This is an optimization exercise on Yosys and OpenROAD, whose aim is small area and a short achievable clock period, not a production implementation. In this exercise RTL edits were held to simulation tests only and were not proved equivalent to the original. Power figures rest on the tool's default switching activity, not on a simulated workload.

### flow/standard.sh
#!/bin/bash
# synth_recipe.tcl (not shown) runs the flow's synth.tcl, then flattens the netlist and writes it again
# the make line also repeats each setting of config.mk as NAME=value (left out here)
make -C /OpenROAD-flow-scripts/flow DESIGN_CONFIG=/design/flow/config.mk WORK_HOME=/design/flow/orfs CLKGATE_MAP_FILE= SYNTH_SCRIPT=/design/flow/synth_recipe.tcl "${@:-finish}"
### flow/constraint.sdc
create_clock -name core_clock -period 8.5 [get_ports {clk}]
set_input_delay 1.7000 -clock core_clock [delete_from_list [all_inputs] [get_ports {clk}]]
set_output_delay 1.7000 -clock core_clock [all_outputs]
set_load 0.01 [all_outputs]
### flow/flow/run.sh
#!/bin/bash
# The standard layout (standard.sh), with two changes: buf_4 port buffers,
# and no adder-cell mapping (extract_fa) in synthesis, so ABC maps adders.
set -euo pipefail
export BUFFER_PORTS_ARGS="-buffer_cell sky130_fd_sc_hd__buf_4"
export ADDER_MAP_FILE=
bash standard.sh > standard.log 2>&1
### flow/design.v
`timescale 1ns / 1ps
module decode(instr,opcode,rd_index,rs_index,rt_index,constant,shamt,address);
input [15:0] instr;
output [3:0] opcode;
output [2:0] rd_index,rs_index,rt_index,shamt;
output [5:0] constant;
output [8:0] address;
assign opcode   = instr[15:12];
assign rd_index = instr[11:9];
assign rs_index = instr[8:6];
assign rt_index = instr[5:3];
assign shamt    = instr[2:0];
assign constant = instr[5:0];
assign address  = instr[11:3];
endmodule
`timescale 1ns / 1ps
module control_unit(instr,opcode,rd_index,rs_index,rt_index,shamt,constant,address);
input [15:0] instr;
output  [3:0] opcode;
output  [2:0] rd_index,rs_index,rt_index,shamt;
output [5:0] constant;
output [8:0] address;
decode call(instr,opcode,rd_index,rs_index,rt_index,constant,shamt,address);
endmodule
`timescale 1ns / 1ps
module mul16(a, b, s, c);
input [15:0] a, b;
output [31:0] s, c;
  wire [15:0] pp [0:15];
  genvar gi;
  generate for (gi = 0; gi < 16; gi = gi + 1) begin : g_pp
    assign pp[gi] = b & {16{a[gi]}};
  end endgenerate
  wire t1 = pp[0][13] ^ pp[1][12];
  wire t2 = pp[0][13] & pp[1][12];
  wire t3 = pp[0][14] ^ pp[1][13] ^ pp[2][12];
  wire t4 = (pp[0][14] & pp[1][13]) | (pp[0][14] & pp[2][12]) | (pp[1][13] & pp[2][12]);
  wire t5 = pp[3][11] ^ pp[4][10];
  wire t6 = pp[3][11] & pp[4][10];
  wire t7 = pp[0][15] ^ pp[1][14] ^ pp[2][13];
  wire t8 = (pp[0][15] & pp[1][14]) | (pp[0][15] & pp[2][13]) | (pp[1][14] & pp[2][13]);
  wire t9 = pp[3][12] ^ pp[4][11] ^ pp[5][10];
  wire t10 = (pp[3][12] & pp[4][11]) | (pp[3][12] & pp[5][10]) | (pp[4][11] & pp[5][10]);
  wire t11 = pp[6][9] ^ pp[7][8];
  wire t12 = pp[6][9] & pp[7][8];
  wire t13 = pp[1][15] ^ pp[2][14] ^ pp[3][13];
  wire t14 = (pp[1][15] & pp[2][14]) | (pp[1][15] & pp[3][13]) | (pp[2][14] & pp[3][13]);
  wire t15 = pp[4][12] ^ pp[5][11] ^ pp[6][10];
  wire t16 = (pp[4][12] & pp[5][11]) | (pp[4][12] & pp[6][10]) | (pp[5][11] & pp[6][10]);
  wire t17 = pp[7][9] ^ pp[8][8];
  wire t18 = pp[7][9] & pp[8][8];
  wire t19 = pp[2][15] ^ pp[3][14] ^ pp[4][13];
  wire t20 = (pp[2][15] & pp[3][14]) | (pp[2][15] & pp[4][13]) | (pp[3][14] & pp[4][13]);
  wire t21 = pp[5][12] ^ pp[6][11] ^ pp[7][10];
  wire t22 = (pp[5][12] & pp[6][11]) | (pp[5][12] & pp[7][10]) | (pp[6][11] & pp[7][10]);
  wire t23 = pp[3][15] ^ pp[4][14] ^ pp[5][13];
  wire t24 = (pp[3][15] & pp[4][14]) | (pp[3][15] & pp[5][13]) | (pp[4][14] & pp[5][13]);
  wire t25 = pp[0][9] ^ pp[1][8];
  wire t26 = pp[0][9] & pp[1][8];
  wire t27 = pp[0][10] ^ pp[1][9] ^ pp[2][8];
  wire t28 = (pp[0][10] & pp[1][9]) | (pp[0][10] & pp[2][8]) | (pp[1][9] & pp[2][8]);
  wire t29 = pp[3][7] ^ pp[4][6];
  wire t30 = pp[3][7] & pp[4][6];
  wire t31 = pp[0][11] ^ pp[1][10] ^ pp[2][9];
  wire t32 = (pp[0][11] & pp[1][10]) | (pp[0][11] & pp[2][9]) | (pp[1][10] & pp[2][9]);
  wire t33 = pp[3][8] ^ pp[4][7] ^ pp[5][6];
  wire t34 = (pp[3][8] & pp[4][7]) | (pp[3][8] & pp[5][6]) | (pp[4][7] & pp[5][6]);
  wire t35 = pp[6][5] ^ pp[7][4];
  wire t36 = pp[6][5] & pp[7][4];
  wire t37 = pp[0][12] ^ pp[1][11] ^ pp[2][10];
  wire t38 = (pp[0][12] & pp[1][11]) | (pp[0][12] & pp[2][10]) | (pp[1][11] & pp[2][10]);
  wire t39 = pp[3][9] ^ pp[4][8] ^ pp[5][7];
  wire t40 = (pp[3][9] & pp[4][8]) | (pp[3][9] & pp[5][7]) | (pp[4][8] & pp[5][7]);
  wire t41 = pp[6][6] ^ pp[7][5] ^ pp[8][4];
  wire t42 = (pp[6][6] & pp[7][5]) | (pp[6][6] & pp[8][4]) | (pp[7][5] & pp[8][4]);
  wire t43 = pp[9][3] ^ pp[10][2];
  wire t44 = pp[9][3] & pp[10][2];
  wire t45 = t1 ^ pp[2][11] ^ pp[3][10];
  wire t46 = (t1 & pp[2][11]) | (t1 & pp[3][10]) | (pp[2][11] & pp[3][10]);
  wire t47 = pp[4][9] ^ pp[5][8] ^ pp[6][7];
  wire t48 = (pp[4][9] & pp[5][8]) | (pp[4][9] & pp[6][7]) | (pp[5][8] & pp[6][7]);
  wire t49 = pp[7][6] ^ pp[8][5] ^ pp[9][4];
  wire t50 = (pp[7][6] & pp[8][5]) | (pp[7][6] & pp[9][4]) | (pp[8][5] & pp[9][4]);
  wire t51 = pp[10][3] ^ pp[11][2] ^ pp[12][1];
  wire t52 = (pp[10][3] & pp[11][2]) | (pp[10][3] & pp[12][1]) | (pp[11][2] & pp[12][1]);
  wire t53 = t2 ^ t3 ^ t5;
  wire t54 = (t2 & t3) | (t2 & t5) | (t3 & t5);
  wire t55 = pp[5][9] ^ pp[6][8] ^ pp[7][7];
  wire t56 = (pp[5][9] & pp[6][8]) | (pp[5][9] & pp[7][7]) | (pp[6][8] & pp[7][7]);
  wire t57 = pp[8][6] ^ pp[9][5] ^ pp[10][4];
  wire t58 = (pp[8][6] & pp[9][5]) | (pp[8][6] & pp[10][4]) | (pp[9][5] & pp[10][4]);
  wire t59 = pp[11][3] ^ pp[12][2] ^ pp[13][1];
  wire t60 = (pp[11][3] & pp[12][2]) | (pp[11][3] & pp[13][1]) | (pp[12][2] & pp[13][1]);
  wire t61 = t4 ^ t6 ^ t7;
  wire t62 = (t4 & t6) | (t4 & t7) | (t6 & t7);
  wire t63 = t9 ^ t11 ^ pp[8][7];
  wire t64 = (t9 & t11) | (t9 & pp[8][7]) | (t11 & pp[8][7]);
  wire t65 = pp[9][6] ^ pp[10][5] ^ pp[11][4];
  wire t66 = (pp[9][6] & pp[10][5]) | (pp[9][6] & pp[11][4]) | (pp[10][5] & pp[11][4]);
  wire t67 = pp[12][3] ^ pp[13][2] ^ pp[14][1];
  wire t68 = (pp[12][3] & pp[13][2]) | (pp[12][3] & pp[14][1]) | (pp[13][2] & pp[14][1]);
  wire t69 = t8 ^ t10 ^ t12;
  wire t70 = (t8 & t10) | (t8 & t12) | (t10 & t12);
  wire t71 = t13 ^ t15 ^ t17;
  wire t72 = (t13 & t15) | (t13 & t17) | (t15 & t17);
  wire t73 = pp[9][7] ^ pp[10][6] ^ pp[11][5];
  wire t74 = (pp[9][7] & pp[10][6]) | (pp[9][7] & pp[11][5]) | (pp[10][6] & pp[11][5]);
  wire t75 = pp[12][4] ^ pp[13][3] ^ pp[14][2];
  wire t76 = (pp[12][4] & pp[13][3]) | (pp[12][4] & pp[14][2]) | (pp[13][3] & pp[14][2]);
  wire t77 = t14 ^ t16 ^ t18;
  wire t78 = (t14 & t16) | (t14 & t18) | (t16 & t18);
  wire t79 = t19 ^ t21 ^ pp[8][9];
  wire t80 = (t19 & t21) | (t19 & pp[8][9]) | (t21 & pp[8][9]);
  wire t81 = pp[9][8] ^ pp[10][7] ^ pp[11][6];
  wire t82 = (pp[9][8] & pp[10][7]) | (pp[9][8] & pp[11][6]) | (pp[10][7] & pp[11][6]);
  wire t83 = pp[12][5] ^ pp[13][4] ^ pp[14][3];
  wire t84 = (pp[12][5] & pp[13][4]) | (pp[12][5] & pp[14][3]) | (pp[13][4] & pp[14][3]);
  wire t85 = t20 ^ t22 ^ t23;
  wire t86 = (t20 & t22) | (t20 & t23) | (t22 & t23);
  wire t87 = pp[6][12] ^ pp[7][11] ^ pp[8][10];
  wire t88 = (pp[6][12] & pp[7][11]) | (pp[6][12] & pp[8][10]) | (pp[7][11] & pp[8][10]);
  wire t89 = pp[9][9] ^ pp[10][8] ^ pp[11][7];
  wire t90 = (pp[9][9] & pp[10][8]) | (pp[9][9] & pp[11][7]) | (pp[10][8] & pp[11][7]);
  wire t91 = pp[12][6] ^ pp[13][5] ^ pp[14][4];
  wire t92 = (pp[12][6] & pp[13][5]) | (pp[12][6] & pp[14][4]) | (pp[13][5] & pp[14][4]);
  wire t93 = t24 ^ pp[4][15] ^ pp[5][14];
  wire t94 = (t24 & pp[4][15]) | (t24 & pp[5][14]) | (pp[4][15] & pp[5][14]);
  wire t95 = pp[6][13] ^ pp[7][12] ^ pp[8][11];
  wire t96 = (pp[6][13] & pp[7][12]) | (pp[6][13] & pp[8][11]) | (pp[7][12] & pp[8][11]);
  wire t97 = pp[9][10] ^ pp[10][9] ^ pp[11][8];
  wire t98 = (pp[9][10] & pp[10][9]) | (pp[9][10] & pp[11][8]) | (pp[10][9] & pp[11][8]);
  wire t99 = pp[12][7] ^ pp[13][6] ^ pp[14][5];
  wire t100 = (pp[12][7] & pp[13][6]) | (pp[12][7] & pp[14][5]) | (pp[13][6] & pp[14][5]);
  wire t101 = pp[5][15] ^ pp[6][14] ^ pp[7][13];
  wire t102 = (pp[5][15] & pp[6][14]) | (pp[5][15] & pp[7][13]) | (pp[6][14] & pp[7][13]);
  wire t103 = pp[8][12] ^ pp[9][11] ^ pp[10][10];
  wire t104 = (pp[8][12] & pp[9][11]) | (pp[8][12] & pp[10][10]) | (pp[9][11] & pp[10][10]);
  wire t105 = pp[11][9] ^ pp[12][8] ^ pp[13][7];
  wire t106 = (pp[11][9] & pp[12][8]) | (pp[11][9] & pp[13][7]) | (pp[12][8] & pp[13][7]);
  wire t107 = pp[6][15] ^ pp[7][14] ^ pp[8][13];
  wire t108 = (pp[6][15] & pp[7][14]) | (pp[6][15] & pp[8][13]) | (pp[7][14] & pp[8][13]);
  wire t109 = pp[9][12] ^ pp[10][11] ^ pp[11][10];
  wire t110 = (pp[9][12] & pp[10][11]) | (pp[9][12] & pp[11][10]) | (pp[10][11] & pp[11][10]);
  wire t111 = pp[7][15] ^ pp[8][14] ^ pp[9][13];
  wire t112 = (pp[7][15] & pp[8][14]) | (pp[7][15] & pp[9][13]) | (pp[8][14] & pp[9][13]);
  wire t113 = pp[0][6] ^ pp[1][5];
  wire t114 = pp[0][6] & pp[1][5];
  wire t115 = pp[0][7] ^ pp[1][6] ^ pp[2][5];
  wire t116 = (pp[0][7] & pp[1][6]) | (pp[0][7] & pp[2][5]) | (pp[1][6] & pp[2][5]);
  wire t117 = pp[3][4] ^ pp[4][3];
  wire t118 = pp[3][4] & pp[4][3];
  wire t119 = pp[0][8] ^ pp[1][7] ^ pp[2][6];
  wire t120 = (pp[0][8] & pp[1][7]) | (pp[0][8] & pp[2][6]) | (pp[1][7] & pp[2][6]);
  wire t121 = pp[3][5] ^ pp[4][4] ^ pp[5][3];
  wire t122 = (pp[3][5] & pp[4][4]) | (pp[3][5] & pp[5][3]) | (pp[4][4] & pp[5][3]);
  wire t123 = pp[6][2] ^ pp[7][1];
  wire t124 = pp[6][2] & pp[7][1];
  wire t125 = t25 ^ pp[2][7] ^ pp[3][6];
  wire t126 = (t25 & pp[2][7]) | (t25 & pp[3][6]) | (pp[2][7] & pp[3][6]);
  wire t127 = pp[4][5] ^ pp[5][4] ^ pp[6][3];
  wire t128 = (pp[4][5] & pp[5][4]) | (pp[4][5] & pp[6][3]) | (pp[5][4] & pp[6][3]);
  wire t129 = pp[7][2] ^ pp[8][1] ^ pp[9][0];
  wire t130 = (pp[7][2] & pp[8][1]) | (pp[7][2] & pp[9][0]) | (pp[8][1] & pp[9][0]);
  wire t131 = t26 ^ t27 ^ t29;
  wire t132 = (t26 & t27) | (t26 & t29) | (t27 & t29);
  wire t133 = pp[5][5] ^ pp[6][4] ^ pp[7][3];
  wire t134 = (pp[5][5] & pp[6][4]) | (pp[5][5] & pp[7][3]) | (pp[6][4] & pp[7][3]);
  wire t135 = pp[8][2] ^ pp[9][1] ^ pp[10][0];
  wire t136 = (pp[8][2] & pp[9][1]) | (pp[8][2] & pp[10][0]) | (pp[9][1] & pp[10][0]);
  wire t137 = t28 ^ t30 ^ t31;
  wire t138 = (t28 & t30) | (t28 & t31) | (t30 & t31);
  wire t139 = t33 ^ t35 ^ pp[8][3];
  wire t140 = (t33 & t35) | (t33 & pp[8][3]) | (t35 & pp[8][3]);
  wire t141 = pp[9][2] ^ pp[10][1] ^ pp[11][0];
  wire t142 = (pp[9][2] & pp[10][1]) | (pp[9][2] & pp[11][0]) | (pp[10][1] & pp[11][0]);
  wire t143 = t32 ^ t34 ^ t36;
  wire t144 = (t32 & t34) | (t32 & t36) | (t34 & t36);
  wire t145 = t37 ^ t39 ^ t41;
  wire t146 = (t37 & t39) | (t37 & t41) | (t39 & t41);
  wire t147 = t43 ^ pp[11][1] ^ pp[12][0];
  wire t148 = (t43 & pp[11][1]) | (t43 & pp[12][0]) | (pp[11][1] & pp[12][0]);
  wire t149 = t38 ^ t40 ^ t42;
  wire t150 = (t38 & t40) | (t38 & t42) | (t40 & t42);
  wire t151 = t44 ^ t45 ^ t47;
  wire t152 = (t44 & t45) | (t44 & t47) | (t45 & t47);
  wire t153 = t49 ^ t51 ^ pp[13][0];
  wire t154 = (t49 & t51) | (t49 & pp[13][0]) | (t51 & pp[13][0]);
  wire t155 = t46 ^ t48 ^ t50;
  wire t156 = (t46 & t48) | (t46 & t50) | (t48 & t50);
  wire t157 = t52 ^ t53 ^ t55;
  wire t158 = (t52 & t53) | (t52 & t55) | (t53 & t55);
  wire t159 = t57 ^ t59 ^ pp[14][0];
  wire t160 = (t57 & t59) | (t57 & pp[14][0]) | (t59 & pp[14][0]);
  wire t161 = t54 ^ t56 ^ t58;
  wire t162 = (t54 & t56) | (t54 & t58) | (t56 & t58);
  wire t163 = t60 ^ t61 ^ t63;
  wire t164 = (t60 & t61) | (t60 & t63) | (t61 & t63);
  wire t165 = t65 ^ t67 ^ pp[15][0];
  wire t166 = (t65 & t67) | (t65 & pp[15][0]) | (t67 & pp[15][0]);
  wire t167 = t62 ^ t64 ^ t66;
  wire t168 = (t62 & t64) | (t62 & t66) | (t64 & t66);
  wire t169 = t68 ^ t69 ^ t71;
  wire t170 = (t68 & t69) | (t68 & t71) | (t69 & t71);
  wire t171 = t73 ^ t75 ^ pp[15][1];
  wire t172 = (t73 & t75) | (t73 & pp[15][1]) | (t75 & pp[15][1]);
  wire t173 = t70 ^ t72 ^ t74;
  wire t174 = (t70 & t72) | (t70 & t74) | (t72 & t74);
  wire t175 = t76 ^ t77 ^ t79;
  wire t176 = (t76 & t77) | (t76 & t79) | (t77 & t79);
  wire t177 = t81 ^ t83 ^ pp[15][2];
  wire t178 = (t81 & t83) | (t81 & pp[15][2]) | (t83 & pp[15][2]);
  wire t179 = t78 ^ t80 ^ t82;
  wire t180 = (t78 & t80) | (t78 & t82) | (t80 & t82);
  wire t181 = t84 ^ t85 ^ t87;
  wire t182 = (t84 & t85) | (t84 & t87) | (t85 & t87);
  wire t183 = t89 ^ t91 ^ pp[15][3];
  wire t184 = (t89 & t91) | (t89 & pp[15][3]) | (t91 & pp[15][3]);
  wire t185 = t86 ^ t88 ^ t90;
  wire t186 = (t86 & t88) | (t86 & t90) | (t88 & t90);
  wire t187 = t92 ^ t93 ^ t95;
  wire t188 = (t92 & t93) | (t92 & t95) | (t93 & t95);
  wire t189 = t97 ^ t99 ^ pp[15][4];
  wire t190 = (t97 & t99) | (t97 & pp[15][4]) | (t99 & pp[15][4]);
  wire t191 = t94 ^ t96 ^ t98;
  wire t192 = (t94 & t96) | (t94 & t98) | (t96 & t98);
  wire t193 = t100 ^ t101 ^ t103;
  wire t194 = (t100 & t101) | (t100 & t103) | (t101 & t103);
  wire t195 = t105 ^ pp[14][6] ^ pp[15][5];
  wire t196 = (t105 & pp[14][6]) | (t105 & pp[15][5]) | (pp[14][6] & pp[15][5]);
  wire t197 = t102 ^ t104 ^ t106;
  wire t198 = (t102 & t104) | (t102 & t106) | (t104 & t106);
  wire t199 = t107 ^ t109 ^ pp[12][9];
  wire t200 = (t107 & t109) | (t107 & pp[12][9]) | (t109 & pp[12][9]);
  wire t201 = pp[13][8] ^ pp[14][7] ^ pp[15][6];
  wire t202 = (pp[13][8] & pp[14][7]) | (pp[13][8] & pp[15][6]) | (pp[14][7] & pp[15][6]);
  wire t203 = t108 ^ t110 ^ t111;
  wire t204 = (t108 & t110) | (t108 & t111) | (t110 & t111);
  wire t205 = pp[10][12] ^ pp[11][11] ^ pp[12][10];
  wire t206 = (pp[10][12] & pp[11][11]) | (pp[10][12] & pp[12][10]) | (pp[11][11] & pp[12][10]);
  wire t207 = pp[13][9] ^ pp[14][8] ^ pp[15][7];
  wire t208 = (pp[13][9] & pp[14][8]) | (pp[13][9] & pp[15][7]) | (pp[14][8] & pp[15][7]);
  wire t209 = t112 ^ pp[8][15] ^ pp[9][14];
  wire t210 = (t112 & pp[8][15]) | (t112 & pp[9][14]) | (pp[8][15] & pp[9][14]);
  wire t211 = pp[10][13] ^ pp[11][12] ^ pp[12][11];
  wire t212 = (pp[10][13] & pp[11][12]) | (pp[10][13] & pp[12][11]) | (pp[11][12] & pp[12][11]);
  wire t213 = pp[13][10] ^ pp[14][9] ^ pp[15][8];
  wire t214 = (pp[13][10] & pp[14][9]) | (pp[13][10] & pp[15][8]) | (pp[14][9] & pp[15][8]);
  wire t215 = pp[9][15] ^ pp[10][14] ^ pp[11][13];
  wire t216 = (pp[9][15] & pp[10][14]) | (pp[9][15] & pp[11][13]) | (pp[10][14] & pp[11][13]);
  wire t217 = pp[12][12] ^ pp[13][11] ^ pp[14][10];
  wire t218 = (pp[12][12] & pp[13][11]) | (pp[12][12] & pp[14][10]) | (pp[13][11] & pp[14][10]);
  wire t219 = pp[10][15] ^ pp[11][14] ^ pp[12][13];
  wire t220 = (pp[10][15] & pp[11][14]) | (pp[10][15] & pp[12][13]) | (pp[11][14] & pp[12][13]);
  wire t221 = pp[0][4] ^ pp[1][3];
  wire t222 = pp[0][4] & pp[1][3];
  wire t223 = pp[0][5] ^ pp[1][4] ^ pp[2][3];
  wire t224 = (pp[0][5] & pp[1][4]) | (pp[0][5] & pp[2][3]) | (pp[1][4] & pp[2][3]);
  wire t225 = pp[3][2] ^ pp[4][1];
  wire t226 = pp[3][2] & pp[4][1];
  wire t227 = t113 ^ pp[2][4] ^ pp[3][3];
  wire t228 = (t113 & pp[2][4]) | (t113 & pp[3][3]) | (pp[2][4] & pp[3][3]);
  wire t229 = pp[4][2] ^ pp[5][1] ^ pp[6][0];
  wire t230 = (pp[4][2] & pp[5][1]) | (pp[4][2] & pp[6][0]) | (pp[5][1] & pp[6][0]);
  wire t231 = t114 ^ t115 ^ t117;
  wire t232 = (t114 & t115) | (t114 & t117) | (t115 & t117);
  wire t233 = pp[5][2] ^ pp[6][1] ^ pp[7][0];
  wire t234 = (pp[5][2] & pp[6][1]) | (pp[5][2] & pp[7][0]) | (pp[6][1] & pp[7][0]);
  wire t235 = t116 ^ t118 ^ t119;
  wire t236 = (t116 & t118) | (t116 & t119) | (t118 & t119);
  wire t237 = t121 ^ t123 ^ pp[8][0];
  wire t238 = (t121 & t123) | (t121 & pp[8][0]) | (t123 & pp[8][0]);
  wire t239 = t120 ^ t122 ^ t124;
  wire t240 = (t120 & t122) | (t120 & t124) | (t122 & t124);
  wire t241 = t125 ^ t127 ^ t129;
  wire t242 = (t125 & t127) | (t125 & t129) | (t127 & t129);
  wire t243 = t126 ^ t128 ^ t130;
  wire t244 = (t126 & t128) | (t126 & t130) | (t128 & t130);
  wire t245 = t131 ^ t133 ^ t135;
  wire t246 = (t131 & t133) | (t131 & t135) | (t133 & t135);
  wire t247 = t132 ^ t134 ^ t136;
  wire t248 = (t132 & t134) | (t132 & t136) | (t134 & t136);
  wire t249 = t137 ^ t139 ^ t141;
  wire t250 = (t137 & t139) | (t137 & t141) | (t139 & t141);
  wire t251 = t138 ^ t140 ^ t142;
  wire t252 = (t138 & t140) | (t138 & t142) | (t140 & t142);
  wire t253 = t143 ^ t145 ^ t147;
  wire t254 = (t143 & t145) | (t143 & t147) | (t145 & t147);
  wire t255 = t144 ^ t146 ^ t148;
  wire t256 = (t144 & t146) | (t144 & t148) | (t146 & t148);
  wire t257 = t149 ^ t151 ^ t153;
  wire t258 = (t149 & t151) | (t149 & t153) | (t151 & t153);
  wire t259 = t150 ^ t152 ^ t154;
  wire t260 = (t150 & t152) | (t150 & t154) | (t152 & t154);
  wire t261 = t155 ^ t157 ^ t159;
  wire t262 = (t155 & t157) | (t155 & t159) | (t157 & t159);
  wire t263 = t156 ^ t158 ^ t160;
  wire t264 = (t156 & t158) | (t156 & t160) | (t158 & t160);
  wire t265 = t161 ^ t163 ^ t165;
  wire t266 = (t161 & t163) | (t161 & t165) | (t163 & t165);
  wire t267 = t162 ^ t164 ^ t166;
  wire t268 = (t162 & t164) | (t162 & t166) | (t164 & t166);
  wire t269 = t167 ^ t169 ^ t171;
  wire t270 = (t167 & t169) | (t167 & t171) | (t169 & t171);
  wire t271 = t168 ^ t170 ^ t172;
  wire t272 = (t168 & t170) | (t168 & t172) | (t170 & t172);
  wire t273 = t173 ^ t175 ^ t177;
  wire t274 = (t173 & t175) | (t173 & t177) | (t175 & t177);
  wire t275 = t174 ^ t176 ^ t178;
  wire t276 = (t174 & t176) | (t174 & t178) | (t176 & t178);
  wire t277 = t179 ^ t181 ^ t183;
  wire t278 = (t179 & t181) | (t179 & t183) | (t181 & t183);
  wire t279 = t180 ^ t182 ^ t184;
  wire t280 = (t180 & t182) | (t180 & t184) | (t182 & t184);
  wire t281 = t185 ^ t187 ^ t189;
  wire t282 = (t185 & t187) | (t185 & t189) | (t187 & t189);
  wire t283 = t186 ^ t188 ^ t190;
  wire t284 = (t186 & t188) | (t186 & t190) | (t188 & t190);
  wire t285 = t191 ^ t193 ^ t195;
  wire t286 = (t191 & t193) | (t191 & t195) | (t193 & t195);
  wire t287 = t192 ^ t194 ^ t196;
  wire t288 = (t192 & t194) | (t192 & t196) | (t194 & t196);
  wire t289 = t197 ^ t199 ^ t201;
  wire t290 = (t197 & t199) | (t197 & t201) | (t199 & t201);
  wire t291 = t198 ^ t200 ^ t202;
  wire t292 = (t198 & t200) | (t198 & t202) | (t200 & t202);
  wire t293 = t203 ^ t205 ^ t207;
  wire t294 = (t203 & t205) | (t203 & t207) | (t205 & t207);
  wire t295 = t204 ^ t206 ^ t208;
  wire t296 = (t204 & t206) | (t204 & t208) | (t206 & t208);
  wire t297 = t209 ^ t211 ^ t213;
  wire t298 = (t209 & t211) | (t209 & t213) | (t211 & t213);
  wire t299 = t210 ^ t212 ^ t214;
  wire t300 = (t210 & t212) | (t210 & t214) | (t212 & t214);
  wire t301 = t215 ^ t217 ^ pp[15][9];
  wire t302 = (t215 & t217) | (t215 & pp[15][9]) | (t217 & pp[15][9]);
  wire t303 = t216 ^ t218 ^ t219;
  wire t304 = (t216 & t218) | (t216 & t219) | (t218 & t219);
  wire t305 = pp[13][12] ^ pp[14][11] ^ pp[15][10];
  wire t306 = (pp[13][12] & pp[14][11]) | (pp[13][12] & pp[15][10]) | (pp[14][11] & pp[15][10]);
  wire t307 = t220 ^ pp[11][15] ^ pp[12][14];
  wire t308 = (t220 & pp[11][15]) | (t220 & pp[12][14]) | (pp[11][15] & pp[12][14]);
  wire t309 = pp[13][13] ^ pp[14][12] ^ pp[15][11];
  wire t310 = (pp[13][13] & pp[14][12]) | (pp[13][13] & pp[15][11]) | (pp[14][12] & pp[15][11]);
  wire t311 = pp[12][15] ^ pp[13][14] ^ pp[14][13];
  wire t312 = (pp[12][15] & pp[13][14]) | (pp[12][15] & pp[14][13]) | (pp[13][14] & pp[14][13]);
  wire t313 = pp[0][3] ^ pp[1][2];
  wire t314 = pp[0][3] & pp[1][2];
  wire t315 = t221 ^ pp[2][2] ^ pp[3][1];
  wire t316 = (t221 & pp[2][2]) | (t221 & pp[3][1]) | (pp[2][2] & pp[3][1]);
  wire t317 = t222 ^ t223 ^ t225;
  wire t318 = (t222 & t223) | (t222 & t225) | (t223 & t225);
  wire t319 = t224 ^ t226 ^ t227;
  wire t320 = (t224 & t226) | (t224 & t227) | (t226 & t227);
  wire t321 = t228 ^ t230 ^ t231;
  wire t322 = (t228 & t230) | (t228 & t231) | (t230 & t231);
  wire t323 = t232 ^ t234 ^ t235;
  wire t324 = (t232 & t234) | (t232 & t235) | (t234 & t235);
  wire t325 = t236 ^ t238 ^ t239;
  wire t326 = (t236 & t238) | (t236 & t239) | (t238 & t239);
  wire t327 = t240 ^ t242 ^ t243;
  wire t328 = (t240 & t242) | (t240 & t243) | (t242 & t243);
  wire t329 = t244 ^ t246 ^ t247;
  wire t330 = (t244 & t246) | (t244 & t247) | (t246 & t247);
  wire t331 = t248 ^ t250 ^ t251;
  wire t332 = (t248 & t250) | (t248 & t251) | (t250 & t251);
  wire t333 = t252 ^ t254 ^ t255;
  wire t334 = (t252 & t254) | (t252 & t255) | (t254 & t255);
  wire t335 = t256 ^ t258 ^ t259;
  wire t336 = (t256 & t258) | (t256 & t259) | (t258 & t259);
  wire t337 = t260 ^ t262 ^ t263;
  wire t338 = (t260 & t262) | (t260 & t263) | (t262 & t263);
  wire t339 = t264 ^ t266 ^ t267;
  wire t340 = (t264 & t266) | (t264 & t267) | (t266 & t267);
  wire t341 = t268 ^ t270 ^ t271;
  wire t342 = (t268 & t270) | (t268 & t271) | (t270 & t271);
  wire t343 = t272 ^ t274 ^ t275;
  wire t344 = (t272 & t274) | (t272 & t275) | (t274 & t275);
  wire t345 = t276 ^ t278 ^ t279;
  wire t346 = (t276 & t278) | (t276 & t279) | (t278 & t279);
  wire t347 = t280 ^ t282 ^ t283;
  wire t348 = (t280 & t282) | (t280 & t283) | (t282 & t283);
  wire t349 = t284 ^ t286 ^ t287;
  wire t350 = (t284 & t286) | (t284 & t287) | (t286 & t287);
  wire t351 = t288 ^ t290 ^ t291;
  wire t352 = (t288 & t290) | (t288 & t291) | (t290 & t291);
  wire t353 = t292 ^ t294 ^ t295;
  wire t354 = (t292 & t294) | (t292 & t295) | (t294 & t295);
  wire t355 = t296 ^ t298 ^ t299;
  wire t356 = (t296 & t298) | (t296 & t299) | (t298 & t299);
  wire t357 = t300 ^ t302 ^ t303;
  wire t358 = (t300 & t302) | (t300 & t303) | (t302 & t303);
  wire t359 = t304 ^ t306 ^ t307;
  wire t360 = (t304 & t306) | (t304 & t307) | (t306 & t307);
  wire t361 = t308 ^ t310 ^ t311;
  wire t362 = (t308 & t310) | (t308 & t311) | (t310 & t311);
  wire t363 = t312 ^ pp[13][15] ^ pp[14][14];
  wire t364 = (t312 & pp[13][15]) | (t312 & pp[14][14]) | (pp[13][15] & pp[14][14]);
  wire t365 = pp[0][2] ^ pp[1][1];
  wire t366 = pp[0][2] & pp[1][1];
  wire t367 = t313 ^ pp[2][1] ^ pp[3][0];
  wire t368 = (t313 & pp[2][1]) | (t313 & pp[3][0]) | (pp[2][1] & pp[3][0]);
  wire t369 = t314 ^ t315 ^ pp[4][0];
  wire t370 = (t314 & t315) | (t314 & pp[4][0]) | (t315 & pp[4][0]);
  wire t371 = t316 ^ t317 ^ pp[5][0];
  wire t372 = (t316 & t317) | (t316 & pp[5][0]) | (t317 & pp[5][0]);
  wire t373 = t318 ^ t319 ^ t229;
  wire t374 = (t318 & t319) | (t318 & t229) | (t319 & t229);
  wire t375 = t320 ^ t321 ^ t233;
  wire t376 = (t320 & t321) | (t320 & t233) | (t321 & t233);
  wire t377 = t322 ^ t323 ^ t237;
  wire t378 = (t322 & t323) | (t322 & t237) | (t323 & t237);
  wire t379 = t324 ^ t325 ^ t241;
  wire t380 = (t324 & t325) | (t324 & t241) | (t325 & t241);
  wire t381 = t326 ^ t327 ^ t245;
  wire t382 = (t326 & t327) | (t326 & t245) | (t327 & t245);
  wire t383 = t328 ^ t329 ^ t249;
  wire t384 = (t328 & t329) | (t328 & t249) | (t329 & t249);
  wire t385 = t330 ^ t331 ^ t253;
  wire t386 = (t330 & t331) | (t330 & t253) | (t331 & t253);
  wire t387 = t332 ^ t333 ^ t257;
  wire t388 = (t332 & t333) | (t332 & t257) | (t333 & t257);
  wire t389 = t334 ^ t335 ^ t261;
  wire t390 = (t334 & t335) | (t334 & t261) | (t335 & t261);
  wire t391 = t336 ^ t337 ^ t265;
  wire t392 = (t336 & t337) | (t336 & t265) | (t337 & t265);
  wire t393 = t338 ^ t339 ^ t269;
  wire t394 = (t338 & t339) | (t338 & t269) | (t339 & t269);
  wire t395 = t340 ^ t341 ^ t273;
  wire t396 = (t340 & t341) | (t340 & t273) | (t341 & t273);
  wire t397 = t342 ^ t343 ^ t277;
  wire t398 = (t342 & t343) | (t342 & t277) | (t343 & t277);
  wire t399 = t344 ^ t345 ^ t281;
  wire t400 = (t344 & t345) | (t344 & t281) | (t345 & t281);
  wire t401 = t346 ^ t347 ^ t285;
  wire t402 = (t346 & t347) | (t346 & t285) | (t347 & t285);
  wire t403 = t348 ^ t349 ^ t289;
  wire t404 = (t348 & t349) | (t348 & t289) | (t349 & t289);
  wire t405 = t350 ^ t351 ^ t293;
  wire t406 = (t350 & t351) | (t350 & t293) | (t351 & t293);
  wire t407 = t352 ^ t353 ^ t297;
  wire t408 = (t352 & t353) | (t352 & t297) | (t353 & t297);
  wire t409 = t354 ^ t355 ^ t301;
  wire t410 = (t354 & t355) | (t354 & t301) | (t355 & t301);
  wire t411 = t356 ^ t357 ^ t305;
  wire t412 = (t356 & t357) | (t356 & t305) | (t357 & t305);
  wire t413 = t358 ^ t359 ^ t309;
  wire t414 = (t358 & t359) | (t358 & t309) | (t359 & t309);
  wire t415 = t360 ^ t361 ^ pp[15][12];
  wire t416 = (t360 & t361) | (t360 & pp[15][12]) | (t361 & pp[15][12]);
  wire t417 = t362 ^ t363 ^ pp[15][13];
  wire t418 = (t362 & t363) | (t362 & pp[15][13]) | (t363 & pp[15][13]);
  wire t419 = t364 ^ pp[14][15] ^ pp[15][14];
  wire t420 = (t364 & pp[14][15]) | (t364 & pp[15][14]) | (pp[14][15] & pp[15][14]);
  assign s = {1'b0, t420, t418, t416, t414, t412, t410, t408, t406, t404, t402, t400, t398, t396, t394, t392, t390, t388, t386, t384, t382, t380, t378, t376, t374, t372, t370, t368, t366, t365, pp[0][1], pp[0][0]};
  assign c = {1'b0, pp[15][15], t419, t417, t415, t413, t411, t409, t407, t405, t403, t401, t399, t397, t395, t393, t391, t389, t387, t385, t383, t381, t379, t377, t375, t373, t371, t369, t367, pp[2][0], pp[1][0], 1'b0};
endmodule
`timescale 1ns / 1ps
`timescale 1ns / 1ps
module processor(clk,reset,instr,PC,opcode,rd_index,rs_index,rt_index,shamt,constant,address,rd_value,rs_value,rt_value,low_out,high_out,SR);
input clk,reset;
input [15:0] instr;
output [7:0] PC;
output [3:0] opcode;
output [2:0] rd_index, rs_index, rt_index, shamt;
output [5:0] constant;
output [8:0] address;
output [15:0] rd_value,rs_value,rt_value,low_out,high_out,SR;
control_unit cal1(instr,opcode,rd_index,rs_index,rt_index,shamt,constant,address);
wire [3:0] op = opcode;
reg [7:0] pc;
reg [15:0] R [0:7];
reg [15:0] RAM [0:7];
reg [31:0] ps, pc2;    
reg [3:0] flags_q;
wire op_r    = ~op[3];                  
wire op_rs   = ~(op[3] & op[2]);        
wire is_sw   = (op == 4'd11);
wire is_mul  = (op == 4'd3);
wire wr_en   = ~(is_mul | (op[3] & (op[2] | (op[1] & op[0]))));
reg [15:0] rs_v, rt_v, st_v;
integer i;
always @(*) begin
	rs_v = 16'd0;
	rt_v = 16'd0;
	st_v = 16'd0;
	for (i = 0; i < 8; i = i + 1) begin
		rs_v = rs_v | (R[i] & {16{op_rs & (rs_index == i)}});
		rt_v = rt_v | (R[i] & {16{op_r & (rt_index == i)}});
		st_v = st_v | (R[i] & {16{rd_index == i}});
	end
end
assign rs_value = rs_v;
assign rt_value = rt_v;
wire [15:0] sum = rs_v + (rt_v | (op[3] ? {10'd0, constant} : 16'd0));
reg [7:0] cl, ch, r02, r35;
reg carry3, eq_n1, eq_n0x;
reg [15:0] ram_rd;
reg [7:0] ma_hot;
integer v, j;
always @(*) begin
	for (v = 0; v < 8; v = v + 1) begin
		cl[v]  = (constant[2:0] == v);
		ch[v]  = (constant[5:3] == v);
		r02[v] = (rs_v[2:0] == v);
		r35[v] = (rs_v[5:3] == v);
	end
	carry3 = 1'b0;
	eq_n1 = 1'b0;
	eq_n0x = 1'b0;
	for (v = 0; v < 8; v = v + 1) begin
		carry3 = carry3 | (cl[v] & (rs_v[2:0] > 7 - v));
		eq_n1 = eq_n1 | (r35[v] & ch[7 - v]);
		if (v != 0) eq_n0x = eq_n0x | (r35[v] & ch[8 - v]);
	end
	ram_rd = 16'd0;
	for (j = 0; j < 8; j = j + 1) begin
		ma_hot[j] = 1'b0;
		for (v = 0; v < 8; v = v + 1)
			ma_hot[j] = ma_hot[j] | (cl[v] & r02[(j - v) & 7]);
		ram_rd = ram_rd | (RAM[j] & {16{ma_hot[j]}});
	end
end
wire ones_hi = &rs_v[15:6];
wire ma_ok = carry3 ? (ones_hi & eq_n1)
                    : (ch[0] ? ~(|rs_v[15:3]) : (ones_hi & eq_n0x));
wire [31:0] mul_s, mul_c;
mul16 mul(rs_v, rt_v, mul_s, mul_c);
wire [31:0] prod = ps + pc2;
wire [15:0] lo = prod[15:0];
wire [15:0] hi = prod[31:16];
reg [15:0] rdv;
always @(*) begin
	case (op)
	4'd0, 4'd8: rdv = sum;
	4'd1: rdv = rs_v << shamt;
	4'd2: rdv = rs_v >> shamt;
	4'd4: rdv = lo;
	4'd5: rdv = hi;
	4'd6: rdv = rs_v | rt_v;
	4'd7: rdv = rs_v & rt_v;
	4'd9: rdv = {10'd0, constant};
	4'd10: rdv = ma_ok ? ram_rd : 16'd0;
	default: rdv = 16'd0;
	endcase
end
assign rd_value = rdv;
wire eq = (rs_v == rt_v);
wire lt = (rs_v < rt_v);
wire sgn_eq = (rs_v[15] == rt_v[15]);
wire [3:0] flags = {eq, ~eq & lt, ~eq & ~lt & ~sgn_eq, ~eq & ~lt & sgn_eq};
assign SR = {12'd0, flags_q};
assign low_out = lo;
assign high_out = hi;
assign PC = pc;
integer k;
always @(posedge clk, posedge reset) begin
	if (reset) begin
		pc <= 8'd0;
		ps <= 32'd0;
		pc2 <= 32'd0;
		flags_q <= 4'd0;
		for (k = 0; k < 8; k = k + 1) R[k] <= 7 - k;
		RAM[0] <= 16'd1;
		RAM[1] <= 16'd5;
		RAM[2] <= 16'd0;
		RAM[3] <= 16'd0;
		RAM[4] <= 16'd3;
		RAM[5] <= 16'd1;
		RAM[6] <= 16'd1;
		RAM[7] <= 16'd1;
	end else begin
		if (pc > 8'd14) pc <= 8'd0;
		else if (op[3] & op[2] & ~(op[1] & op[0])) pc <= pc + address[7:0];
		else pc <= pc + 8'd1;
		if (is_mul) begin
			ps <= mul_s;
			pc2 <= mul_c;
		end
		flags_q <= flags;
		if (wr_en) R[rd_index] <= rdv;
		for (k = 0; k < 8; k = k + 1)
			if (is_sw & ma_ok & ma_hot[k]) RAM[k] <= st_v;
	end
end
endmodule
### flow/config.mk
export PLATFORM = sky130hd
export DESIGN_NAME = processor
export DESIGN_NICKNAME = processor
export VERILOG_FILES = /design/flow/design.v
export SDC_FILE = /design/flow/constraint.sdc
export NUM_CORES = 4
export LEC_CHECK = 0
export CAP_MARGIN = 20
export CORE_MARGIN = 2
export CORE_UTILIZATION = 40
export SLEW_MARGIN = 20
==> flow_summary_export.csv, run 1 <==
group,metric,value,unit
status,status,"timing/DRC/antenna clean",
sta,drv_slew,0,
synthesis,netlist_top_cells_area,"dfrtp_1 27%, xnor2_1 10%, nand2_1 6.8%, maj3_1 5.0%, o21ai_0 4.5%",
cells_and_area,fin_cells,4443,
synthesis,synth-edff-count,0,
die,die-area,74500,um2
sta,rsz0062_at_grt,"no",
run,cap_violations,0,
place,placed_area,30700,um2
cells_and_area,fill_cells,7074,
global_route,first_global_vias,25300,
clocking,cts_max_level,2,
synthesis,ys_types,117,
worst_hold_path,worst_hold_path.num_cells,2,
critical_path,cpPeakStageDelay,0.55,ns
clocking,cts_tree,"yes",
sta,max_freq,0.123,GHz
clocking,clk_latency,0.59,ns
route,drc,0,
critical_path,required,6.80,ns
sta,fin_crit_sh,0.958,
sta,hold_slack,0.478,ns
worst_hold_path,worstHoldEndpoint,"RAM[0][4]",
critical_path,critPathLaunchType,"primary input",
clocking,root_buffer,"clkbuf_16",
cells_and_area,synthToLayoutAreaGrowth,11.2,%
route,avgViaCountPerCell,6.06,
cells_and_area,stdcell_area,32100,um2
synthesis,netlist_area,28900,um2
critical_path,cp.arrival,6.44,ns
synthesis,synth.top_cell.area_share,0.267,
global_route,grt_usage,0.314,
power_and_ir_drop,peakVddDrop,0.000144,V
cells_and_area,multi_input_comb_area,19000,um2
place,port_buffers,140,
route,ant_nets,0,
global_route,grt_first_pass_wirelength,175,mm
synthesis,ys_warn_count,4,
global_route,grt.overflow.total,0,
critical_path,critPathCaptureType,"output pin",
synthesis,synth-main-ff-cell,"dfrtp_1",
cells_and_area,diodes,0,
sta,finalCriticalPeriod,8.14,ns
clocking,clock-sinks,329,
route,routedWlPerCell,26.8,um
clocking,postCtsSetupRepairBufs,0,
critical_path,r2r-start,"ps[2]",
clocking,cts_buffers,41,
synthesis,synth.avg_cell_area,8.41,um2
critical_path,cp_slowest_cell,"nor2b_1",
clocking,hold_buffers,0,
route,via_count,26900,
place,gp_congestion,1.08,
critical_path,path_cells,"buf_4 -> nor2b_1 -> and2_1 -> a221oi_4 -> and2_1 -> maj3_2 -> maj3_2 -> a21oi_1 -> o21ai_0 -> a22oi_1 -> nand2_1 -> nor4b_2 -> mux2i_1 -> nand3_2 -> buf_4",
clocking,ctsLongestPathBuffers,3,
critical_path,r2r_cells,16,
sta,hold_viol,0,
synthesis,syn_inst,3437,
die,rows,98,
sta,setup-violations-final,0,
synthesis,ys_ff_latch,329,
die,io_pins,153,
critical_path,critical_path_class,"primary input to output pin",
sta,worstMarginPinSlew,1.12,ns
critical_path,r2r_end,"R[0][14]",
critical_path,worstPathMaxFanout,36,
die,coreArea,71500,um2
clocking,path_clk_slew,0.06,ns
global_route,antenna_found_initial,5,
worst_hold_path,worstHoldStart,"RAM[0][4]",
route,drtPass1Iterations,6,
die,die_h,273,um
place,hpwl,88.9,mm
synthesis,synth-async-reset-ratio,1.00,
sta,slew_headroom,0.247,
worst_hold_path,hp-class,"flip-flop to flip-flop",
sta,fin_skew,0.0375,ns
synthesis,synth-seq-area-share,0.286,
synthesis,synth_top_area_cell,"dfrtp_1",
cells_and_area,final_nets,3480,
clocking,cts_resized,0,
cells_and_area,ff_latch_area,8260,um2
route,drtIter0Drc,3070,
sta,setup_tns,0,ns
cells_and_area,drive_gt1_frac,0.179,
cells_and_area,utilization,0.450,
global_route,grt_max_degree,165,
place,place_inst,4366,
die,die_w,273,um
critical_path,r2r_slack,3.10,ns
power_and_ir_drop,cellPowerDensity,154,nW/um2
route,totalWireLength,119,mm
power_and_ir_drop,p_leak,12.6,nW
die,start_util,0.404,
area by class of cell:
class	instances	share of cell area
Clock buffer	59	0.0365
Tap cell	950	0.0370
Clock inverter	15	0.00728
Multi-Input combinational cell	2749	0.590
Timing Repair Buffer	262	0.0627
Sequential cell	329	0.257
Inverter	79	0.00946
metrics by stage:
stage | total power (W) | setup slack (ns)
CTS | 0.00494 | 0.439
finish | 0.00494 | 0.357
floorplan | 0.00259 | 1.74
detailed placement | 0.00309 | 0.450
global placement | 0.00309 | 0.523
global route | 0.00512 | 0.201
registers in the layout, indices dropped and copies added (netlist names):
signal,flops
RAM,128
pc,8
ps,31
pc2,30
R,128
flags_q,4
power by group:
| group | internal, W | switching, W |
|---|---|---|
| registers | 0.00171 | 0.000165 |
| logic | 0.000418 | 0.000811 |
| clock network | 0.00109 | 0.000740 |
synth_stat cells (31+ instances only):
| cell | instances |
|---|---|
| nand2_1 | 524 |
| xor2_1 | 105 |
| dfrtp_1 | 309 |
| buf_2 | 55 |
| a21oi_1 | 190 |
| nor2_1 | 269 |
| inv_1 | 53 |
| mux2i_1 | 50 |
| nand3_1 | 39 |
| clkbuf_1 | 141 |
| maj3_1 | 143 |
| nor3_1 | 31 |
| buf_4 | 66 |
| xnor2_1 | 329 |
| o21ai_1 | 45 |
| o21ai_0 | 258 |
| maj3_2 | 44 |
| mux2_2 | 110 |
| a22oi_1 | 83 |
| and3_1 | 34 |
cells in the final DEF, fill, tap and decap left out, types with 20 or more instances in the layout:
cell       synthesis  layout
dfstp_2           20      20
and3_1            34      34
o21ai_1           45      45
a31oi_1           22      22
mux2i_1           50      50
buf_4             66     258
nor2_1           269     267
a21oi_1          190     190
dfrtp_1          309     309
a221oi_1          24      24
xnor2_1          329     328
and2_1            27      27
a221o_1           26      26
o21ai_0          258     257
nand3_1           39      38
mux2_2           110     110
xor2_1           105     105
nand2_1          524     523
a22oi_1           83      83
inv_1             53      52
clkbuf_16          0      41
maj3_2            44      44
a222oi_1          24      24
nor3_1            31      26
maj3_1           143     143
per-layer routing:
| metal | routed length (um) | global-route usage | up-vias |
|---|---|---|---|
| li1 | - | - | 12100 |
| met3 | 11300 | 0.0629 | 322 |
| met2 | 50500 | 0.467 | 1340 |
| met5 | 49 | 0 | - |
| met1 | 51000 | 0.438 | 13100 |
| met4 | 6090 | 0.145 | 6 |
cells by family after synthesis:
logic type	synth area share
compound gates	0.200
xor+xnor	0.153
fa+ha+maj	0.0666
buf+inv	0.0627
flops	0.286
mux	0.0699
other cells	0.000130
simple gates	0.161
critical path: cells and delay by family:
family,cells,cell delay [ns]
compound gates,4,1.07
fa+ha+maj,2,0.78
buf+inv,2,0.62
mux,1,0.26
simple gates,6,1.96
how the worst max path moves through the flow:
stage             start           end  slack [ns]
2_1_floorplan  instr[6]  rd_value[10]        1.74
3_3_place_gp   instr[7]  rd_value[15]        0.52
3_5_place_dp   instr[7]  rd_value[15]        0.45
4_1_cts        instr[7]  rd_value[15]        0.44
5_1_grt        instr[7]  rd_value[15]        0.20
6_report       instr[7]  rd_value[15]        0.36
==> run 2: changes to the inputs <==
==> flow/flow/run.sh (replaced) <==
#!/bin/bash
# The standard layout (standard.sh), with one change: the port buffers that
# global placement inserts on every input and output are buf_4 cells instead
# of the resizer's default pick (clkdlybuf4s50_1, a delay cell).
set -euo pipefail
export BUFFER_PORTS_ARGS="-buffer_cell sky130_fd_sc_hd__buf_4"
bash standard.sh > standard.log 2>&1
--- a/flow/config.mk
+++ b/flow/config.mk
@@ -6,4 +6,5 @@
 export NUM_CORES = 4
 export LEC_CHECK = 0
+export ABC_AREA = 1
 export CAP_MARGIN = 20
 export CORE_MARGIN = 2
==> run 2 against run 1 <==
  * Clock skew down 0.014 ns
  * Sequential share of layout area down 0.36 points
  * Register-to-register slack worse by 0.15 ns
  * Fmax up 1.4%
  * Worst hold slack worse by 0.0045 ns
  * Largest cell class unchanged
  * Via count up 6.1%
  * Design area up 1.4%
  * Largest power group unchanged
  * Die area up 0.46%
  * Combinational power down 11%
  * Clock-buffer cell count up 7
  * Non-clock buffer count down 4
  * Area after synthesis up 0.47%
==> flow_summary_export.csv, run 2 <==
group,metric,value,unit
status,status,"timing/DRC/antenna clean",
global_route,top_usage_layer,"met2",
critical_path,required,6.80,ns
global_route,met2_usage,0.500,
run,cap_violations,0,
power_and_ir_drop,cellPowerDensity,142,nW/um2
power_and_ir_drop,p_leak,18.7,nW
cells_and_area,final_nets,4661,
die,die_w,273,um
cells_and_area,drive_gt1_frac,0.0945,
clocking,cts_max_level,2,
die,rows,98,
die,coreArea,71700,um2
place,placed_area,31300,um2
place,gp_congestion,1.02,
sta,max_freq,0.125,GHz
clocking,cts_buffers,41,
synthesis,synth-seq-area-share,0.284,
clocking,path_clk_slew,0.05,ns
clocking,clock-sinks,329,
critical_path,cp.arrival,6.33,ns
sta,rsz0062_at_grt,"no",
sta,fin_skew,0.0231,ns
clocking,cts_resized,0,
global_route,antenna_found_initial,0,
route,routedWlPerCell,22.2,um
route,drtPass1Iterations,7,
route,avgViaCountPerCell,5.37,
cells_and_area,top_regs,"RAM: 128 flops, R: 128 flops, ps: 31 flops",
cells_and_area,fin_cells,5320,
cells_and_area,final_cell_mix,"1720 x nand2_1, 627 x inv_1, 309 x dfrtp_1, 256 x buf_4, 243 x o21ai_0",
route,ant_nets,0,
clocking,postCtsSetupRepairBufs,0,
route,via_count,28600,
critical_path,critical_path_class,"primary input to output pin",
global_route,met3_usage,0.0503,
cells_and_area,synthToLayoutAreaGrowth,12.2,%
clocking,cts_tree,"yes",
synthesis,synth.avg_cell_area,6.88,um2
synthesis,netlist_top_cells_count,"1720 x nand2_1, 628 x inv_1, 309 x dfrtp_1",
synthesis,synth.top_cell.area_share,0.266,
synthesis,syn_inst,4222,
synthesis,netlist_area,29100,um2
synthesis,ys_warn_count,4,
power_and_ir_drop,total_power,0.00464,W
global_route,grt_first_pass_wirelength,176,mm
cells_and_area,fill_cells,7472,
critical_path,critPathCaptureType,"output pin",
die,io_pins,153,
sta,drv_slew,0,
sta,final.setup.worst_slack,0.468,ns
global_route,grt_max_degree,149,
global_route,met1_usage,0.424,
die,start_util,0.405,
power_and_ir_drop,peakVddDrop,0.000147,V
place,dp_slack,0.542,ns
die,die_h,273,um
critical_path,worstPathMaxFanout,11,
synthesis,ys_types,54,
synthesis,synth-async-reset-ratio,1.00,
clocking,ctsLongestPathBuffers,3,
global_route,first_global_vias,27700,
synthesis,synth.most_common_cell,"nand2_1",
sta,setup_tns,0,ns
cells_and_area,diodes,0,
sta,slew_headroom,0.211,
die,die-area,74800,um2
clocking,hold_buffers,0,
synthesis,synth-main-ff-cell,"dfrtp_1",
route,totalWireLength,118,mm
sta,setup-violations-final,0,
critical_path,critPathLaunchType,"primary input",
route,drc,0,
synthesis,synth-edff-count,0,
place,port_buffers,140,
synthesis,synth_top_area_cell,"dfrtp_1",
synthesis,netlist_top_cells_area,"dfrtp_1 27%, nand2_1 22%, fa_1 14%, inv_1 8.1%, ha_1 4.6%",
global_route,grt_usage,0.314,
sta,fin_crit_sh,0.945,
place,place_inst,5246,
cells_and_area,stdcell_area,32600,um2
route,drtIter0Drc,3140,
place,hpwl,89.1,mm
worst_hold_path,hp-class,"flip-flop to flip-flop",
global_route,grt.overflow.total,0,
clocking,root_buffer,"clkbuf_16",
clocking,clk_latency,0.60,ns
cells_and_area,final_common_cell,"nand2_1",
sta,worstMarginPinSlew,1.18,ns
sta,hold_viol,0,
sta,finalCriticalPeriod,8.03,ns
synthesis,ys_ff_latch,329,
==> run 2: cell count changes in the layout (fill, tap and decap cells not counted), moves of 36 or more <==
cell,change
nand2_1,+1197
inv_1,+575
xnor2_1,-318
fa_1,+198
maj3_1,-143
mux2_2,-110
ha_1,+106
a21oi_1,-95
xor2_1,-84
a22oi_1,-70
nand3_1,+68
mux2i_1,-50
maj3_2,-44
nor2_1,-36
==> run 2: power breakdown <==
group,switching [W],internal (W),leakage [nW]
registers,0.000113,0.00167,4.46
logic,0.000789,0.000303,13.6
clock network,0.000734,0.00103,0.643
total,0.00164,0.00301,18.7
==> run 2: logic make-up after synthesis <==
| group | count (synthesis) | synth area share |
|---|---|---|
| AOI/OAI and AO/OA | 517 | 0.103 |
| xor gates and xnor gates | 31 | 0.00935 |
| adders and majority gates | 304 | 0.182 |
| buffers and inverters | 842 | 0.118 |
| DFF | 329 | 0.284 |
| other | 1 | 0.000129 |
| and+or+nand+nor | 2198 | 0.303 |
==> run 2: worst max-delay path, stage by stage <==
cell	delay [ns]
buf_4	0.16
clkinv_1	0.23
nand2_1	0.30
inv_1	0.31
a22o_1	0.29
nor4_1	0.27
buf_4	0.20
o21ai_0	0.09
ha_1	0.27
fa_1	0.47
nand3_1	0.12
a31oi_1	0.09
nor2_1	0.17
o21ai_0	0.14
a21oi_1	0.24
o21ai_0	0.13
or2_2	0.29
nand2_1	0.07
nand2_1	0.05
nor2_1	0.14
nand3_2	0.30
buf_4	0.27
==> run 2: worst paths after layout <==
check / from / endpoint / slack [ns] / cells past startpoint
min reg2reg: pc2[5] / pc2[5] / 0.47 / 2
min in group asynchronous: reset / R[2][10] / 1.05 / 2
max: instr[15] / rd_value[12] / 0.47 / 22
min: pc2[5] / pc2[5] / 0.47 / 2
max reg2reg: R[0][13] / pc2[15] / 2.95 / 16
max in group asynchronous: reset / RAM[2][7] / 5.88 / 4
==> run 2: through the flow <==
stage          hold WS (ns)   util
4_1_cts               0.476  0.454
3_5_place_dp          0.463  0.436
2_1_floorplan         0.446      -
5_1_grt               0.492  0.454
6_report              0.474  0.454
3_3_place_gp          0.459  0.436
==> run 2: layout make-up <==
| type | count | area, um2 | share of cell area |
|---|---|---|---|
| inverter | 647 | 2430 | 0.0746 |
| multi-input combinational | 3062 | 17400 | 0.535 |
| clock buffer | 66 | 1200 | 0.0368 |
| tap | 950 | 1190 | 0.0365 |
| sequential | 329 | 8260 | 0.253 |
| clock inverter | 8 | 124 | 0.00380 |
| timing repair buffer | 258 | 1960 | 0.0602 |
==> run 2: per-layer routing <==
layer / up-vias / part of all wire
met4: 0 / 0.048
met5: - / 0
li1: 13200 / -
met1: 13900 / 0.43
met3: 255 / 0.078
met2: 1248 / 0.45
==> run 3: changes to the inputs <==
--- a/flow/config.mk
+++ b/flow/config.mk
@@ -6,7 +6,7 @@
 export NUM_CORES = 4
 export LEC_CHECK = 0
-export ABC_AREA = 1
 export CAP_MARGIN = 20
 export CORE_MARGIN = 2
 export CORE_UTILIZATION = 40
+export CTS_BUF_LIST = sky130_fd_sc_hd__clkbuf_4 sky130_fd_sc_hd__clkbuf_8
 export SLEW_MARGIN = 20
==> run 3 against run 2 <==
  * Worst hold slack better by 0.0046 ns
  * Die area decreased by 6.7%
  * Sequential cell count is the same
  * Critical path type unchanged
==> flow_summary_export.csv, run 3 <==
group,metric,value,unit
clocking,cts_max_level,2,
cells_and_area,ff_latch_area,8260,um2
sta,setup_tns,0,ns
route,drtPass1Iterations,6,
route,totalWireLength,111,mm
cells_and_area,drive_gt1_frac,0.187,
global_route,first_global_vias,25000,
route,met3_length,10.1,mm
power_and_ir_drop,p_leak,14.4,nW
clocking,cts_buffers,58,
synthesis,synth.most_common_cell,"nand2_1",
synthesis,netlist_top_cells_area,"dfrtp_1 29%, fa_1 15%, nand2_1 5.5%, ha_1 4.9%, mux2_2 4.7%",
cells_and_area,final_common_cell,"nand2_1",
synthesis,synth_top_area_cell,"dfrtp_1",
clocking,ctsLongestPathBuffers,3,
clocking,cts_tree,"yes",
clocking,hold_buffers,0,
die,coreArea,67000,um2
global_route,grt_max_degree,203,
sta,finalCriticalPeriod,8.33,ns
global_route,grt.overflow.total,0,
cells_and_area,final_nets,3455,
cells_and_area,multi_input_comb_area,16800,um2
critical_path,cp_slowest_cell,"a2111oi_0",
critical_path,cp.arrival,6.63,ns
critical_path,required,6.80,ns
clocking,clock-sinks,329,
die,rows,95,
cells_and_area,synthToLayoutAreaGrowth,13.4,%
synthesis,netlist_top_cells_count,"393 x nand2_1, 309 x dfrtp_1, 281 x nor2_1",
run,cap_violations,0,
sta,hold_slack,0.478,ns
global_route,antenna_found_initial,2,
synthesis,netlist_area,27100,um2
route,wl_met2,49.5,mm
clocking,clk_latency,0.73,ns
sta,fin_crit_sh,0.980,
die,die_w,264,um
die,die-area,69800,um2
critical_path,critPathCaptureType,"output pin",
power_and_ir_drop,peakVddDrop,0.000116,V
sta,drv_slew,0,
synthesis,synth-edff-count,0,
critical_path,cpPeakStageDelay,0.62,ns
die,io_pins,153,
synthesis,synth.top_cell.area_share,0.286,
synthesis,syn_inst,3022,
clocking,root_buffer,"clkbuf_8",
sta,setup-violations-final,0,
place,gp_congestion,1.04,
global_route,grt_first_pass_wirelength,164,mm
place,hpwl,83.6,mm
global_route,grt_usage,0.315,
critical_path,path_cells,"buf_4 -> and2_1 -> nor3_1 -> nor4_2 -> nand2b_1 -> buf_4 -> ha_1 -> a211oi_1 -> o21ai_0 -> a2111oi_0 -> o31ai_1 -> a21o_1 -> a21oi_1 -> nand2_1 -> nor3b_1 -> a2111oi_4 -> inv_1 -> buf_4",
route,drc,0,
critical_path,critPathLaunchType,"primary input",
worst_hold_path,hp-class,"flip-flop to flip-flop",
route,via_count,24700,
synthesis,synth-seq-area-share,0.305,
sta,slew_headroom,0.241,
synthesis,ys_warn_count,4,
critical_path,crit_path_frequent_cell,"buf_4",
route,avgViaCountPerCell,6.09,
cells_and_area,fill_cells,6548,
route,maxUsedRoutingLayer,"met4",
sta,max_freq,0.120,GHz
synthesis,ys_types,106,
critical_path,critical_path_class,"primary input to output pin",
place,port_buffers,140,
synthesis,synth.avg_cell_area,8.96,um2
route,drt-met1-wl,43.6,mm
synthesis,synth-main-ff-cell,"dfrtp_1",
route,routedWlPerCell,27.3,um
critical_path,critical_path.top_delay_family,"compound AO/OA/AOI/OAI gates",
synthesis,synth-async-reset-ratio,1.00,
critical_path,cp_num_buf_inv,4,
power_and_ir_drop,cellPowerDensity,145,nW/um2
clocking,path_clk_slew,0.06,ns
critical_path,worstPathMaxFanout,18,
synthesis,ys_ff_latch,329,
sta,worstMarginPinSlew,1.14,ns
die,die_h,264,um
die,start_util,0.404,
sta,rsz0062_at_grt,"no",
sta,hold_viol,0,
status,status,"timing/DRC/antenna clean",
route,ant_nets,0,
cells_and_area,top_regs,"RAM: 128 flops, R: 128 flops, ps: 31 flops",
route,drtIter0Drc,2728,
sta,fin_skew,0.0480,ns
cells_and_area,final_cell_mix,"393 x nand2_1, 309 x dfrtp_1, 281 x nor2_1, 279 x buf_4, 265 x inv_1",
run 3: cell types whose count changed after synthesis, moves of 26 or more:
| cell | previous run | this run |
|---|---|---|
| a22oi_1 | 13 | 128 |
| o22ai_1 | 47 | 9 |
| nor2_1 | 235 | 281 |
| inv_1 | 628 | 266 |
| mux2_2 | 0 | 113 |
| nand3_1 | 106 | 39 |
| and3_1 | 0 | 44 |
| nand2_1 | 1720 | 393 |
| clkbuf_1 | 92 | 141 |
| a21oi_1 | 95 | 121 |
run 3: per-layer routing:
metal  vias to the layer above  global-route usage
met3                       369              0.0649
met2                      1377               0.492
li1                      10600                   -
met5                         -                   0
met4                         0               0.189
met1                     12300               0.402
run 3: cell families after synthesis:
logic type,Yosys count,synth area share
AND/OR/NAND/NOR,931,0.155
adder cells (fa/ha/maj),304,0.195
other,1,0.000139
multiplexers,146,0.0624
flip-flops,329,0.305
AO/OA/AOI/OAI,747,0.185
XOR/XNOR,46,0.0149
buffers and inverters,518,0.0817
run 3: worst register-to-register path: stages, from the launching register on:
cell and delay [ns]:
dfrtp_1 0.45, or3b_1 0.20, a211oi_1 0.07, a221oi_1 0.67
nand2_1 0.19, buf_4 0.26, inv_2 0.22, buf_4 0.27
nor2_1 0.09, fa_1 0.55, fa_1 0.45, fa_1 0.47
fa_1 0.52, inv_1 0.05, fa_1 0.52, inv_1 0.05
fa_1 0.44, mux2_2 0.27
run 3: path summary, 6_finish.rpt:
path	startpoint	endpoint	slack [ns]	cells after the start
max	instr[14]	rd_value[13]	0.17	18
min	RAM[7][11]	RAM[7][11]	0.48	2
max reg2reg	R[0][3]	pc2[16]	2.62	17
min reg2reg	RAM[7][11]	RAM[7][11]	0.48	2
max in group asynchronous	reset	ps[25]	5.55	5
min in group asynchronous	reset	R[3][3]	1.12	2
run 3: cell type report:
| type | count | share of cell area |
|---|---|---|
| multi-input combinational | 2186 | 0.546 |
| sequential | 329 | 0.269 |
| timing repair buffer | 282 | 0.0707 |
| clock buffer | 96 | 0.0390 |
| tap | 873 | 0.0356 |
| inverter | 276 | 0.0339 |
| clock inverter | 12 | 0.00522 |
| antenna | 2 | 0.000163 |
run 3: through the flow:
stage	total power [W]	utilization	instances	area, um2	setup WS [ns]
detailed placement	0.00275	0.436	3944	29200	0.0707
finish	0.00445	0.458	4056	30700	0.174
CTS	0.00446	0.456	4052	30600	0.0673
global placement	0.00273	0.436	3944	29200	0.0488
floorplan	0.00234	-	3033	27100	0.337
global route	0.00463	0.458	4055	30700	0.00313
run 3: repair_timing:
action | 4_1_cts | 5_1_grt
gates resized for setup | 0 | 5
endpoints found under the setup margin | 0 | 4
buffers inserted | 0 | 0
run 3: power by group:
part	leakage [nW]	internal [W]	total (W)	switching [W]
Sequential	4.48	0.00170	0.00182	0.000127
Combinational	9.18	0.000309	0.000930	0.000621
Clock	0.716	0.000959	0.00170	0.000737
==> run 4: changes to the inputs <==
--- a/flow/config.mk
+++ b/flow/config.mk
@@ -9,4 +9,4 @@
 export CORE_MARGIN = 2
 export CORE_UTILIZATION = 40
-export CTS_BUF_LIST = sky130_fd_sc_hd__clkbuf_4 sky130_fd_sc_hd__clkbuf_8
+export CTS_BUF_LIST = sky130_fd_sc_hd__clkbuf_4
 export SLEW_MARGIN = 20
==> run 4 against run 3 <==
  * Still clean on timing, DRC and antenna
  * Wire length increased by 0.18%
  * Via count grew 1.1%
  * Non-clock buffer count shrank 1
  * Total power shrank 4.1%
  * Register-to-register slack improved by 0.02 ns
  * Die area stayed put
  * Sequential share of layout area grew 0.15 points
  * Largest cell class unchanged
  * Largest power group unchanged
==> flow_summary_export.csv, run 4 <==
group,metric,value,unit
synthesis,ys_ff_latch,329,
die,rows,95,
critical_path,r2r-start,"R[0][3]",
sta,slew_headroom,0.249,
route,wl_met2,49.9,mm
synthesis,netlist_area,27100,um2
clocking,clk_latency,0.93,ns
critical_path,r2r_cells,17,
die,die-area,69800,um2
global_route,grt_max_degree,203,
route,ant_nets,0,
route,drc,0,
synthesis,synth-seq-area-share,0.305,
critical_path,cp_slowest_cell,"nor3_2",
place,port_buffers,140,
die,io_pins,153,
synthesis,synth.avg_cell_area,8.96,um2
route,met3_length,10.2,mm
sta,setup-violations-final,0,
cells_and_area,synthToLayoutAreaGrowth,12.8,%
sta,rsz0062_at_grt,"no",
route,routedWlPerCell,27.0,um
cells_and_area,drive_gt1_frac,0.196,
clocking,cts_max_level,3,
critical_path,critPathCaptureType,"output pin",
synthesis,synth-main-ff-cell,"dfrtp_1",
status,status,"timing/DRC/antenna clean",
power_and_ir_drop,cellPowerDensity,140,nW/um2
route,drtIter0Drc,2600,
global_route,first_global_vias,25200,
sta,fin_crit_sh,0.979,
critical_path,path_cells,"buf_4 -> buf_4 -> nor3_2 -> a22oi_1 -> nand4_1 -> inv_1 -> nand2_1 -> ha_1 -> a211oi_1 -> o21ai_0 -> a2111oi_0 -> o31ai_1 -> a21o_1 -> a21oi_1 -> nor2_1 -> a41o_1 -> nand4bb_1 -> buf_4",
synthesis,syn_inst,3022,
synthesis,synth-edff-count,0,
place,gp_congestion,1.04,
clocking,clock-sinks,329,
sta,max_freq,0.120,GHz
sta,hold_viol,0,
power_and_ir_drop,total_power,0.00427,W
route,totalWireLength,111,mm
sta,drv_slew,0,
route,drtPass1Iterations,8,
die,die_h,264,um
clocking,ctsLongestPathBuffers,3,
cells_and_area,utilization,0.455,
cells_and_area,final_cell_mix,"393 x nand2_1, 309 x dfrtp_1, 281 x nor2_1, 279 x buf_4, 265 x inv_1",
cells_and_area,fill_cells,6605,
clocking,postCtsSetupRepairBufs,0,
clocking,cts_buffers,92,
[run 4: changes by cell type in the layout (fill, tap and decap cells not counted), sizes merged]
cell	change
bufinv	-2
diode	+5
inv	+4
clkinvlp	-1
clkinv	+8
buf	-1
clkbuf	+44
[run 4: kinds of logic (layout without fill, tap and decap cells)]
logic type / Yosys count / in the layout / synth area share
fa+ha+maj: 304 / 304 / 0.195
mux: 146 / 146 / 0.0624
buf+inv: 518 / 718 / 0.0817
xor+xnor: 46 / 46 / 0.0149
compound gates: 747 / 747 / 0.185
flops: 329 / 329 / 0.305
simple gates: 931 / 931 / 0.155
other cells: 1 / 19 / 0.000139
[run 4: layout make-up]
| cell class | count | area (um2) | share of cell area |
|---|---|---|---|
| antenna | 7 | 17.5 | 0.000574 |
| sequential | 329 | 8260 | 0.271 |
| clock inverter | 21 | 146 | 0.00480 |
| inverter | 276 | 1040 | 0.0341 |
| timing repair buffer | 281 | 2140 | 0.0702 |
| clock buffer | 140 | 1050 | 0.0344 |
| tap | 873 | 1090 | 0.0358 |
| multi-input combinational | 2186 | 16800 | 0.550 |
[run 4: metrics by stage]
step	setup WS, ns	instances
2_1_floorplan	0.337	3033
3_3_place_gp	0.0488	3944
3_5_place_dp	0.0707	3944
4_1_cts	0.0617	4105
5_1_grt	0.0371	4111
6_report	0.178	4113
[run 4: worst max-delay path by stage]
stage | start | endpoint | depth (start not counted)
after global routing | instr[15] | rd_value[13] | 19
final | instr[15] | rd_value[15] | 18
after floorplan | instr[15] | rd_value[14] | 21
after detailed placement | instr[6] | rd_value[14] | 19
after global placement | instr[6] | rd_value[14] | 19
after CTS | instr[6] | rd_value[14] | 19
[run 4: routing by layer]
metal	global-route usage	vias up
met5	0	-
met4	0.189	0
met3	0.0652	361
met2	0.494	1401
met1	0.406	12400
li1	-	10800
[run 4: worst min-delay path, cell delays in order, from the launching register on]
cell and delay, ns:
dfrtp_1 0.34, nand2_1 0.04, o21ai_0 0.06
[run 4: power by group]
part	internal (W)	total [W]	switching [W]
combinational	0.000308	0.000928	0.000620
sequential	0.00170	0.00182	0.000128
clock	0.000764	0.00151	0.000750
total	0.00277	0.00427	0.00150

==> static timing again, ports no longer ideal <==
No port has a modelled driver above. Below, the same layouts with a new extraction and two added sets of constraints.
Step 1: set_driving_cell puts a clkbuf_16 on clk and a buf_2 on each other input, an assumption about the parent block.
Step 2 also shifts input and output timing later by t, the mid clock arrival at the registers, as if the neighbouring blocks saw the same clock.
Three values: ideal, step 1, step 2; two values: the first two.
run | t, ns | setup slack, ns
run 1 | 0.631 | 0.357 / 0.334 / 0.334
run 2 | 0.651 | 0.468 / 0.444 / 0.444
run 3 | 0.765 | 0.174 / 0.151 / 0.151
run 4 | 0.949 | 0.178 / 0.154 / 0.154
After both steps setup and hold are still met in every run listed.
